What follows belongs to an exercise in optimizing a design on an open flow for small area; a production flow would make more cautious choices.
Where RTL was checked, it was by simulation tests only, not by an equivalence proof against the original.
Power is estimated from default activity; no workload was simulated.

==> wip/lagoon <==
==> flow/design.v <==
`timescale 1ns / 1ps
module Snake(
	input up,
	input down,
	input left,
	input right,
	input reset,
	input clk,
	output reg B,
	output reg R,
	output G,
	output VS,
	output HS,
	output [3:0] AN,
	output [6:0] seven,
	input speed);
	parameter SLOW_BIT = 17;
	parameter FAST_BIT = 14;
	reg [4:0] hr, vr;
	reg [5:0] hq;
	reg [4:0] vq;
	reg blank, hs_r, vs_r;
	assign HS = hs_r;
	assign VS = vs_r;
	wire h_end = (hq == 6'd40) & (hr == 5'd0);
	wire v_end = (vq == 5'd26) & (vr == 5'd5);
	always @(posedge clk) begin
		if (reset) begin
			hq <= 0; hr <= 0; vq <= 0; vr <= 0;
			blank <= 1'b1; hs_r <= 1'b1; vs_r <= 1'b1;
		end else begin
			if (h_end) begin
				hq <= 0; hr <= 0;
				if (v_end) begin
					vq <= 0; vr <= 0;
				end else if (vr == 5'd19) begin
					vr <= 0; vq <= vq + 1'b1;
				end else
					vr <= vr + 1'b1;
			end else if (hr == 5'd19) begin
				hr <= 0; hq <= hq + 1'b1;
			end else
				hr <= hr + 1'b1;
			blank <= ~((hq < 6'd32) & (vq < 5'd24));
			hs_r <= ~(((hq == 6'd32) & (hr >= 5'd8)) | ((hq >= 6'd33) & (hq <= 6'd36)) |
			          ((hq == 6'd37) & (hr <= 5'd3)));
			vs_r <= ~((vq == 5'd24) & (vr[4:1] == 4'd1));
		end
	end
	reg [17:0] sc;
	reg slow_clk;
	reg started;
	reg [3:0] smallbin;
	wire [17:0] n_sc = sc + 1'b1;
	wire n_slow_clk = speed ? n_sc[FAST_BIT] : n_sc[SLOW_BIT];
	wire move = n_slow_clk & ~slow_clk;
	wire tick = (sc[15:0] == 16'd50000);
	wire [1:0] an_idx = sc[17:16] - {1'b0, (sc[15:0] <= 16'd50000)};
	assign AN = started ? ~(4'b0001 << an_idx) : 4'b0000;
	reg [3:0] on, te, hu;
	reg [1:0] th;
	reg [4:0] hi;
	reg [4:0] fxc, fyc, fxi, fyi;
	reg [6:0] xq, yq;                 
	reg [2:0] xr, yr;
	reg d_up, d_down, d_left, d_right;
	reg [3:0] state, next_state;      
	reg lose;
	reg [4:0] ns;                     
	reg [1:0] path [1:25];            
	wire [7:0] Eq = {xq[6], xq} - {2'b0, hq};
	wire [5:0] Er = {1'b0, xr, 2'b0} - {1'b0, hr};
	wire [7:0] Fq = {yq[6], yq} - {3'b0, vq};
	wire [5:0] Fr = {1'b0, yr, 2'b0} - {1'b0, vr};
	wire Er_pos = ~Er[5] & (Er != 0);
	wire Fr_pos = ~Fr[5] & (Fr != 0);
	wire [7:0] ch = Eq + Er_pos;
	wire [7:0] cv = Fq + Fr_pos;
	wire h_ok = (Er != 0) & ~((hq == 0) & Er_pos) & (ch[7:5] == 3'b000 | ch[7:5] == 3'b111);
	wire v_ok = (Fr != 0) & ~((vq == 0) & Fr_pos) & (cv[7:5] == 3'b000 | cv[7:5] == 3'b111);
	wire head_h = ~xq[6] & (((Eq == 0) & (Er[5] | Er == 0)) | ((Eq == 8'hff) & ~Er[5]));
	wire head_v = ~yq[6] & (((Fq == 0) & (Fr[5] | Fr == 0)) | ((Fq == 8'hff) & ~Fr[5]));
	wire snakehead = ~blank & head_h & head_v;
	wire food_h = (hq == {1'b0, fxi}) | ((hq == {1'b0, fxi} + 6'd1) & (hr == 0));
	wire food_v = ({1'b0, vq} == {1'b0, fyi}) | (({1'b0, vq} == {1'b0, fyi} + 6'd1) & (vr == 0));
	wire food = ~blank & food_h & food_v;
	wire v_ge1 = ~((vq == 0) & (vr == 0));
	wire is_wall = ~blank & (
		(~((hq == 6'd32) & (hr == 0)) & (((vq == 0) & (vr != 0)) | ((vq == 5'd23) & (vr != 0)))) |
		(v_ge1 & ((hq == 0) | ((hq == 6'd31) & (hr != 0)))));
	wire sat = (hi != 0) | (th != 0) | (hu != 0) | (te >= 4'd3);
	wire [4:0] s5 = sat ? 5'd31 : te * 4'd10 + on;
	wire [5:0] rx [0:25];
	wire [5:0] ry [0:25];
	wire [25:1] hit;
	assign rx[0] = ch[5:0];
	assign ry[0] = cv[5:0];
	genvar gi;
	generate
		for (gi = 1; gi <= 25; gi = gi + 1) begin : body
			wire [1:0] d = path[gi];
			assign rx[gi] = d[1] ? (d[0] ? rx[gi-1] - 1'b1 : rx[gi-1] + 1'b1) : rx[gi-1];
			assign ry[gi] = d[1] ? ry[gi-1] : (d[0] ? ry[gi-1] - 1'b1 : ry[gi-1] + 1'b1);
			assign hit[gi] = (rx[gi] == 0) & (ry[gi] == 0) & (s5 >= gi) & (ns >= gi);
		end
	endgenerate
	wire is_seg = ~blank & h_ok & v_ok & (|hit);
	wire n_lose = lose | (snakehead & (is_seg | is_wall));
	wire eat = snakehead & food;
	wire eaten = food & (is_seg | is_wall);
	wire [4:0] fxc_inc = (fxc == 5'd29) ? 5'd0 : fxc + 1'b1;
	wire [4:0] fyc_inc = (fyc == 5'd20) ? 5'd0 : fyc + 1'b1;
	wire [4:0] n_fxc = lose ? fxc : fxc_inc;
	wire [4:0] n_fyc = lose ? fyc : fyc_inc;
	wire shift = move & (|state);
	wire [1:0] sdir = {state[3] | state[2], state[3] | state[1]};
	integer i;
	always @(posedge clk) begin
		if (reset) begin
			sc <= 0; slow_clk <= 0; started <= 0; smallbin <= 0;
			on <= 0; te <= 0; hu <= 0; th <= 0; hi <= 0;
			fxc <= 5'd20; fyc <= 5'd20; fxi <= 5'd20; fyi <= 5'd20;
			xq <= 7'd5; xr <= 0; yq <= 7'd5; yr <= 0;
			d_up <= 0; d_down <= 0; d_left <= 0; d_right <= 0;
			state <= 0; next_state <= 0;
			lose <= 0; ns <= 0;
			B <= 0; R <= 0;
		end else begin
			sc <= n_sc;
			slow_clk <= n_slow_clk;
			if (tick) begin
				started <= 1'b1;
				case (sc[17:16])
					2'd0: smallbin <= on;
					2'd1: smallbin <= te;
					2'd2: smallbin <= hu;
					default: smallbin <= {2'b0, th};
				endcase
			end
			if (eat) begin
				if (th == 2'd2 && hu == 4'd0 && te == 4'd4 && on == 4'd7) begin
					th <= 0; hu <= 0; te <= 0; on <= 0; hi <= hi + 1'b1;
				end else if (on != 4'd9)
					on <= on + 1'b1;
				else begin
					on <= 0;
					if (te != 4'd9)
						te <= te + 1'b1;
					else begin
						te <= 0;
						if (hu != 4'd9)
							hu <= hu + 1'b1;
						else begin
							hu <= 0;
							th <= th + 1'b1;
						end
					end
				end
			end
			fxc <= n_fxc; fyc <= n_fyc;
			if (eat | eaten) begin
				fxi <= n_fxc; fyi <= n_fyc;
			end
			lose <= n_lose;
			if (lose) begin
				d_up <= 0; d_down <= 0; d_left <= 0; d_right <= 0;
				state <= next_state;
			end else if (up & ~d_down) begin
				d_up <= 1; d_down <= 0; d_left <= 0; d_right <= 0;
				state <= next_state;
			end else if (down & ~d_up) begin
				d_up <= 0; d_down <= 1; d_left <= 0; d_right <= 0;
				state <= next_state;
			end else if (left & ~d_right) begin
				d_up <= 0; d_down <= 0; d_left <= 1; d_right <= 0;
				state <= next_state;
			end else if (right & ~d_left) begin
				d_up <= 0; d_down <= 0; d_left <= 0; d_right <= 1;
				state <= next_state;
			end
			if (move) begin
				next_state <= {d_right, d_left, d_down, d_up};
				if (state[0]) begin                          
					if (yq == 7'd88) begin
						if (yr >= 3'd3) begin yq <= 7'd62; yr <= yr - 3'd3; end
						else begin yq <= 7'd61; yr <= yr + 3'd2; end
					end else
						yq <= yq - 7'd1;
				end
				if (state[1]) begin                          
					if (yq == 7'd62 || (yq == 7'd61 && yr >= 3'd2)) begin
						if (yr >= 3'd2) begin yq <= 7'd88; yr <= yr - 3'd2; end
						else begin yq <= 7'd88; yr <= yr + 3'd3; end
					end else
						yq <= yq + 7'd1;
				end
				if (state[2]) begin                          
					if (xq == 7'd88) begin
						if (xr >= 3'd3) begin xq <= 7'd62; xr <= xr - 3'd3; end
						else begin xq <= 7'd61; xr <= xr + 3'd2; end
					end else
						xq <= xq - 7'd1;
				end
				if (state[3]) begin                          
					if (xq == 7'd62 || (xq == 7'd61 && xr >= 3'd2)) begin
						if (xr >= 3'd2) begin xq <= 7'd88; xr <= xr - 3'd2; end
						else begin xq <= 7'd88; xr <= xr + 3'd3; end
					end else
						xq <= xq + 7'd1;
				end
			end
			if (shift && ns != 5'd25)
				ns <= ns + 1'b1;
			R <= is_wall | food | snakehead | is_seg;
			B <= is_wall | food | ((snakehead | is_seg) & ~n_lose);
		end
	end
	assign G = B;
	always @(posedge clk) begin
		if (shift) begin
			for (i = 25; i > 1; i = i - 1)
				path[i] <= path[i-1];
			path[1] <= sdir;
		end
	end
	reg [6:0] seg7;
	always @(*) begin
		case (smallbin)
			4'd0: seg7 = 7'b1000000;
			4'd1: seg7 = 7'b1111001;
			4'd2: seg7 = 7'b0100100;
			4'd3: seg7 = 7'b0110000;
			4'd4: seg7 = 7'b0011001;
			4'd5: seg7 = 7'b0010010;
			4'd6: seg7 = 7'b0000010;
			4'd7: seg7 = 7'b1111000;
			4'd8: seg7 = 7'b0000000;
			4'd9: seg7 = 7'b0010000;
			4'd10: seg7 = 7'b0001000;
			4'd11: seg7 = 7'b0000011;
			4'd12: seg7 = 7'b1000110;
			4'd13: seg7 = 7'b0100001;
			4'd14: seg7 = 7'b0000110;
			default: seg7 = 7'b0001110;
		endcase
	end
	assign seven = seg7;
endmodule
==> flow/run.sh <==
#!/bin/bash
# synth_recipe.tcl (not shown) runs the flow's synth.tcl, then flattens the netlist and writes it again
# the make line also repeats each setting of config.mk as NAME=value (left out here)
make -C /OpenROAD-flow-scripts/flow DESIGN_CONFIG=/design/flow/config.mk WORK_HOME=/design/flow/orfs CLKGATE_MAP_FILE= SYNTH_SCRIPT=/design/flow/synth_recipe.tcl finish
==> flow/config.mk <==
export PLATFORM = sky130hd
export DESIGN_NAME = Snake
export DESIGN_NICKNAME = Snake
export VERILOG_FILES = /design/flow/design.v
export SDC_FILE = /design/flow/constraint.sdc
export NUM_CORES = 4
export LEC_CHECK = 0
export CAP_MARGIN = 20
export CORE_MARGIN = 2
export CORE_UTILIZATION = 40
export SLEW_MARGIN = 20
==> flow/constraint.sdc <==
create_clock -name core_clock -period 40.0 [get_ports {clk}]
set_input_delay 8.0000 -clock core_clock [delete_from_list [all_inputs] [get_ports {clk}]]
set_output_delay 8.0000 -clock core_clock [all_outputs]
set_load 0.01 [all_outputs]
==> wip/xenon: changes against wip/lagoon <==
--- a/flow/design.v
+++ b/flow/design.v
@@ -99,8 +99,16 @@
 	generate
 		for (gi = 1; gi <= 25; gi = gi + 1) begin : body
 			wire [1:0] d = path[gi];
-			assign rx[gi] = d[1] ? (d[0] ? rx[gi-1] - 1'b1 : rx[gi-1] + 1'b1) : rx[gi-1];
-			assign ry[gi] = d[1] ? ry[gi-1] : (d[0] ? ry[gi-1] - 1'b1 : ry[gi-1] + 1'b1);
+			wire [5:0] tx, ty;
+			assign tx[0] = d[1];
+			assign ty[0] = ~d[1];
+			genvar k;
+			for (k = 1; k < 6; k = k + 1) begin : t
+				assign tx[k] = tx[k-1] & (rx[gi-1][k-1] ^ ~d[0]);
+				assign ty[k] = ty[k-1] & (ry[gi-1][k-1] ^ ~d[0]);
+			end
+			assign rx[gi] = rx[gi-1] ^ tx;
+			assign ry[gi] = ry[gi-1] ^ ty;
 			assign hit[gi] = (rx[gi] == 0) & (ry[gi] == 0) & (s5 >= gi) & (ns >= gi);
 		end
 	endgenerate
==> flow/flow/run.sh (new file) <==
#!/bin/bash
# Layout flow: the standard flow, except that the synthesis maps the
# logic for area (no Kogge-Stone carry units, no half/full adder extraction,
# an area-oriented abc script).  The registers of this synthesis are checked
# against the standard synthesis; if they differ in name, count or cell type,
# the standard synthesis netlist is used instead.
set -uo pipefail
HERE=$(pwd)
R=$HERE/orfs/results/$FLOW_PLATFORM/Snake/base
RA=$HERE/orfs_area/results/$FLOW_PLATFORM/Snake/base

# 1. the standard synthesis
bash standard.sh synth > synth_standard.log 2>&1 || { echo "standard synthesis failed"; exit 1; }
cp $R/1_2_yosys.v $HERE/standard_1_2_yosys.v

# 2. the area-oriented synthesis, in a work folder of its own
sed -e "s#log_cmd abc {\*}\$abc_args#log_cmd abc -script $HERE/flow/area.abc {*}[lrange \$abc_args 2 end]#" \
    -e "s#\"-extra-map \$::env(FLOW_HOME)/platforms/common/lcu_kogge_stone.v\"#\"\"#" \
    -e "s#^  extract_fa {\*}\[dont_use_extract_fa_args\]#  \# extract_fa skipped#" \
    $FLOW_HOME/scripts/synth.tcl > $HERE/synth_area.tcl
sed -e "s#source \$::env(SCRIPTS_DIR)/synth.tcl#source $HERE/synth_area.tcl#" synth_recipe.tcl > $HERE/synth_recipe_area.tcl
sed -e "s#WORK_HOME=$HERE/orfs #WORK_HOME=$HERE/orfs_area #" \
    -e "s#SYNTH_SCRIPT=[^ ]*#SYNTH_SCRIPT=$HERE/synth_recipe_area.tcl#" standard.sh > $HERE/standard_area.sh
grep -c "orfs_area" standard_area.sh > /dev/null && grep -c "synth_recipe_area" standard_area.sh > /dev/null && \
  grep -c "extract_fa skipped" synth_area.tcl > /dev/null && \
  bash standard_area.sh synth > synth_area.log 2>&1
ok=0
if [[ -f $RA/1_2_yosys.v ]]; then
  regs() { grep -E '^\s*sky130_fd_sc_hd__(df|edf|sdf|sedf|dl)[a-z0-9_]* ' "$1" | awk '{print $1, $2}' | sort; }
  regs $R/1_2_yosys.v > regs_standard.txt
  regs $RA/1_2_yosys.v > regs_area.txt
  if [[ -s regs_standard.txt ]] && cmp -s regs_standard.txt regs_area.txt; then ok=1; fi
fi
if [[ $ok == 1 ]]; then
  echo "using the area-oriented synthesis ($(wc -l < regs_area.txt) registers match)"
  cp $RA/1_2_yosys.v $R/1_2_yosys.v
  rm -f $R/1_synth.odb $R/1_synth.sdc
else
  echo "registers differ or area synthesis failed: using the standard synthesis"
fi

# 3. the rest of the standard flow
bash standard.sh > layout.log 2>&1 || { echo "layout failed"; tail -20 layout.log; exit 1; }
==> flow/flow/area.abc (new file) <==
strash; &get -n; &fraig -x; &put; scorr; dc2; balance; rewrite; refactor; balance; rewrite; rewrite -z; balance; refactor -z; rewrite -z; balance; dch -f; amap; topo
==> flow/standard.sh (new file) <==
#!/bin/bash
# synth_recipe.tcl (not shown) runs the flow's synth.tcl, then flattens the netlist and writes it again
# the make line also repeats each setting of config.mk as NAME=value (left out here)
make -C /OpenROAD-flow-scripts/flow DESIGN_CONFIG=/design/flow/config.mk WORK_HOME=/design/flow/orfs CLKGATE_MAP_FILE= SYNTH_SCRIPT=/design/flow/synth_recipe.tcl "${@:-finish}"
removed: flow/run.sh
==> run summary <==
- Leakage: 5.316 nW
- Top sig layer: met4
- Sequential share of cell area: 0.2430
- Clock skew after layout: 0.02087 ns
- Status: complete, no violations
- VDD IR-drop max: 34.87 uV
- Final Non-Filler Cells: 3062
- Routed wire length: 43790 um
(the above is from wip/xenon)
==> run summary <==
- Status: complete, no violations
- Sequential share of cell area: 0.1432
- Filler instances: 6983
- Routed wire length: 78960 um
- Clock skew after layout: 0.01879 ns
- Leakage: 12.30 nW
(the above is from wip/lagoon)
For wip/xenon, only the layout was checked, not whether the RTL still works.

[static timing again, ports no longer ideal]
The flow's constraints put no driver on any port. The routed layouts listed below were extracted and timed again, unchanged, in two steps. Step 1 assumes that a clkbuf_16 drives the clock port and a buf_2 every other input. Step 2 moves the port delays by t, midway between the first and last clock arrival at a register: inputs arrive t later, outputs are due t later. That takes back most of the time a late clock gives input paths. Three values: ideal ports, drivers, drivers and shift; two values: the first two.
| run | t (ns) | setup WS [ns] | hold WS [ns] | worst setup path at the end | pins driven straight from the clock port |
|---|---|---|---|---|---|
| wip/lagoon | 0.553 | 10.884 / 10.884 / 10.884 | 0.472 / 0.472 / 0.472 | register to register | 1 |
| wip/xenon | 0.532 | 22.681 / 22.681 / 22.681 | 0.438 / 0.438 / 0.438 | register to register | 1 |
After both steps setup and hold are still met in every run listed.
